Context: an optimization exercise on an open-source flow, tuned for small area. The choices shown serve that exercise and are no tape-out recipe. Function was checked by simulation only, so behaviour that the tests miss may differ from the original. No driver is modelled on the clock port, so clock power and skew are understated where the tree is cut down; a real chip needs a root buffer or a tree.

==> flow/design.v <==
module conectBox(iResetn, iClock, nextStep, up, down, left, right, oX, oY, oColour, oPlot);
input iResetn, iClock, nextStep, up, down, left, right;
output oPlot;
output [7:0] oX;
output [6:0] oY;
output [5:0] oColour;
localparam RUN=2'd0, IDLE=2'd1, WAIT=2'd2;
reg [7:0] cx;
reg [6:0] cy;
reg erase, pend;
reg [1:0] r;
reg [1:0] ph;
reg [3:0] xc;
reg [3:0] yc;
function [7:0] add8; input [7:0] a; input [7:0] b; integer i; reg c;
  begin c = 1'b0; for (i = 0; i < 8; i = i + 1) begin add8[i] = a[i] ^ b[i] ^ c; c = (a[i] & b[i]) | (c & (a[i] ^ b[i])); end end
endfunction
function [6:0] add7; input [6:0] a; input [6:0] b; integer i; reg c;
  begin c = 1'b0; for (i = 0; i < 7; i = i + 1) begin add7[i] = a[i] ^ b[i] ^ c; c = (a[i] & b[i]) | (c & (a[i] ^ b[i])); end end
endfunction
function [3:0] inc4; input [3:0] a; input ci; integer i; reg c;
  begin c = ci; for (i = 0; i < 4; i = i + 1) begin inc4[i] = a[i] ^ c; c = a[i] & c; end end
endfunction
wire body = ~r[1] & ~r[0];
wire face = ~r[1] & r[0];
wire r3 = r[1] & ~r[0];
wire [3:0] xl = {face, 1'b0, ~r[1], 1'b1};
wire [3:0] yl = {~r[1], 1'b0, body, 1'b1};
wire run = (ph == RUN);
wire x15 = (xc == 4'd15);
wire rowend = run & (xc == xl);
wire last = (yc == yl);
reg [7:0] dx;
reg [6:0] dy;
reg [1:0] phn;
reg [3:0] xcn;
reg [3:0] ycn;
reg start;
always @(*) begin
  dx = 8'd0; dy = 7'd0; phn = ph; start = 1'b0;
  xcn = inc4(xc, 1'b1);
  ycn = inc4(yc, run ? rowend : x15);
  case (ph)
    RUN: begin
      if (rowend) begin
        if (last) begin phn = IDLE; xcn = 4'd15; end
        else begin dx = -{4'd0, xl}; dy = 7'd1; xcn = 4'd0; end
      end else if (!x15) dx = 8'd1;
    end
    IDLE: begin
      if (x15) begin
        if (r3 & ~erase) phn = WAIT;
        case (r)
          2'b00: begin dx = -8'd7; dy = -7'd22; end
          2'b01: begin dx = -8'd9; dy = -7'd6; end
          2'b11: begin dx = 8'd4; dy = -7'd1; end
          default: begin dx = -8'd4; dy = 7'd7; end
        endcase
      end
      if (xc == 4'd1 && r3 && erase) begin
        if (up) dy = -7'd3;
        else if (down) dy = 7'd3;
        else if (right) dx = 8'd3;
        else if (left) dx = -8'd3;
      end
      if (xc == {1'b0, r3, ~r3, r3}) begin
        phn = RUN; start = 1'b1; xcn = 4'd15; ycn = 4'd0;
      end
    end
    default: begin
      if (yc[2:0] == 3'd1 && xc == 4'd5 && (nextStep || pend)) begin
        phn = IDLE; xcn = 4'd3;
      end
    end
  endcase
end
assign oPlot = run | ((ph == IDLE) & x15);
assign oX = cx;
assign oY = cy;
assign oColour = (erase | r[1]) ? 6'b111111 : (r[0] ? 6'b111100 : 6'b101011);
always @(posedge iClock) yc <= ycn;
always @(posedge iClock) begin
  if (!iResetn) begin
    cx <= 8'd24; cy <= 7'd31;
    erase <= 1'b1; pend <= 1'b1;
    r <= 2'b10; ph <= IDLE; xc <= 4'd2;
  end else begin
    cx <= add8(cx, dx);
    cy <= add7(cy, dy);
    ph <= phn;
    xc <= xcn;
    if (start) begin
      r <= {r[0], ~r[1]};
      if (r3) begin
        erase <= ~erase;
        if (erase) pend <= ~pend;
      end
    end
  end
end
endmodule
clock: 5.0 ns
lec_check: 0
cap_margin: 20
core_margin: 2
core_utilization: 40
cts_buf_list: sky130_fd_sc_hd__clkbuf_4
cts_cluster_diameter: 500
cts_cluster_size: 50
slew_margin: 20
standard.sh (not shown) runs the stock make flow with config.mk's settings and CLKGATE_MAP_FILE= SYNTH_SCRIPT=/design/flow/synth_recipe.tcl, a recipe that flattens the netlist after the stock synthesis.
==> flow/flow/run.sh <==
#!/bin/bash
# The standard layout (standard.sh) with these changes:
#  - synthesis is ORFS's synthesis exactly as standard.sh runs it, except that
#    adders are left to ABC (no extract_fa) and ABC maps the logic between the
#    registers with an area-oriented script (flow/abc_area.script); the
#    registers and their names are unchanged;
#  - the port buffers are made from the smallest buffer cell;
#  - timing-driven global placement does not keep its trial buffers.
set -euo pipefail
here=$(pwd)
mkdir -p mysynth
# ORFS's synth.tcl with only the ABC script replaced
sed "s|log_cmd abc {\*}\$abc_args|log_cmd abc -script $here/flow/abc_area.script {*}[lrange \$abc_args 2 end]|" \
  "$FLOW_HOME/scripts/synth.tcl" | sed "s/^  extract_fa {\*}\[dont_use_extract_fa_args\]/  # extract_fa skipped/" > mysynth/synth.tcl
grep -q "extract_fa skipped" mysynth/synth.tcl
grep -q "flow/abc_area.script" mysynth/synth.tcl
# The standard flow's synthesis script, sourcing that copy
sed "s|source \$::env(SCRIPTS_DIR)/synth.tcl|source $here/mysynth/synth.tcl|" synth_recipe.tcl > mysynth/synth_recipe.tcl
grep -q "mysynth/synth.tcl" mysynth/synth_recipe.tcl
sed "s|SYNTH_SCRIPT=[^ ]*|SYNTH_SCRIPT=$here/mysynth/synth_recipe.tcl|" standard.sh > mysynth/standard.sh
grep -q "mysynth/synth_recipe.tcl" mysynth/standard.sh
export BUFFER_PORTS_ARGS="-buffer_cell sky130_fd_sc_hd__buf_1"
export CTS_ARGS="-sink_clustering_enable -repair_clock_nets -buf_list sky130_fd_sc_hd__clkbuf_4 -sink_clustering_size 50 -sink_clustering_max_diameter 500 -dont_use_dummy_load"
export GPL_KEEP_OVERFLOW=0
export POST_CTS_TCL=$here/flow/noroot.tcl
bash mysynth/standard.sh > standard.log 2>&1
Other scripts of this flow, unchanged in this note and not shown: flow/flow/abc_area.script, flow/flow/noroot.tcl
Next try:
--- a/flow/design.v
+++ b/flow/design.v
@@ -49,6 +49,7 @@
     end
     IDLE: begin
       if (x15) begin
+        xcn = {2'b00, ~r3, ~r3};
         if (r3 & ~erase) phn = WAIT;
         case (r)
           2'b00: begin dx = -8'd7; dy = -7'd22; end
@@ -57,13 +58,13 @@
           default: begin dx = -8'd4; dy = 7'd7; end
         endcase
       end
-      if (xc == 4'd1 && r3 && erase) begin
+      if (xc == 4'd1) begin
         if (up) dy = -7'd3;
         else if (down) dy = 7'd3;
         else if (right) dx = 8'd3;
         else if (left) dx = -8'd3;
       end
-      if (xc == {1'b0, r3, ~r3, r3}) begin
+      if (xc == 4'd5) begin
         phn = RUN; start = 1'b1; xcn = 4'd15; ycn = 4'd0;
       end
     end
=>
- via count is lower by about 3.8%
- worst setup slack gets better by 190 ps
- register-to-register slack gets better by 190 ps
- global-route usage is lower by 1.6 points
- area after synthesis is lower by 2.2%
- wire length is lower by about 4%

-- separate check: timing with driven ports --
The results above use ideal ports. As a check the final layouts listed here were re-extracted and re-timed, cells and wires unchanged.
Step 1 sets driving cells, clkbuf_16 on the clock port and buf_2 on the other inputs (assumed; they add their load-dependent delay and slew).
Step 2 times the ports against the registers' clock, not the clock port: input delays grow and output delays shrink by t, the midpoint of the rising clock arrivals with the driver on.
Three values: ideal, step 1, step 2; two values: the first two.
| run | shift t [ns] | setup WS [ns] | latest minus earliest clock arrival (ns) | slew at the worst register clock pin (ns) | worst slew at a driven data input, ns |
|---|---|---|---|---|---|
| the first run | 0.188 | 0.953 / 0.953 / 0.953 | 0.007 / 0.007 | 0.08 / 0.08 | 0.04 |
| the second run | 0.189 | 1.143 / 1.143 / 1.143 | 0.017 / 0.017 | 0.09 / 0.09 | 0.03 |
After both steps setup and hold are still met in every run listed.
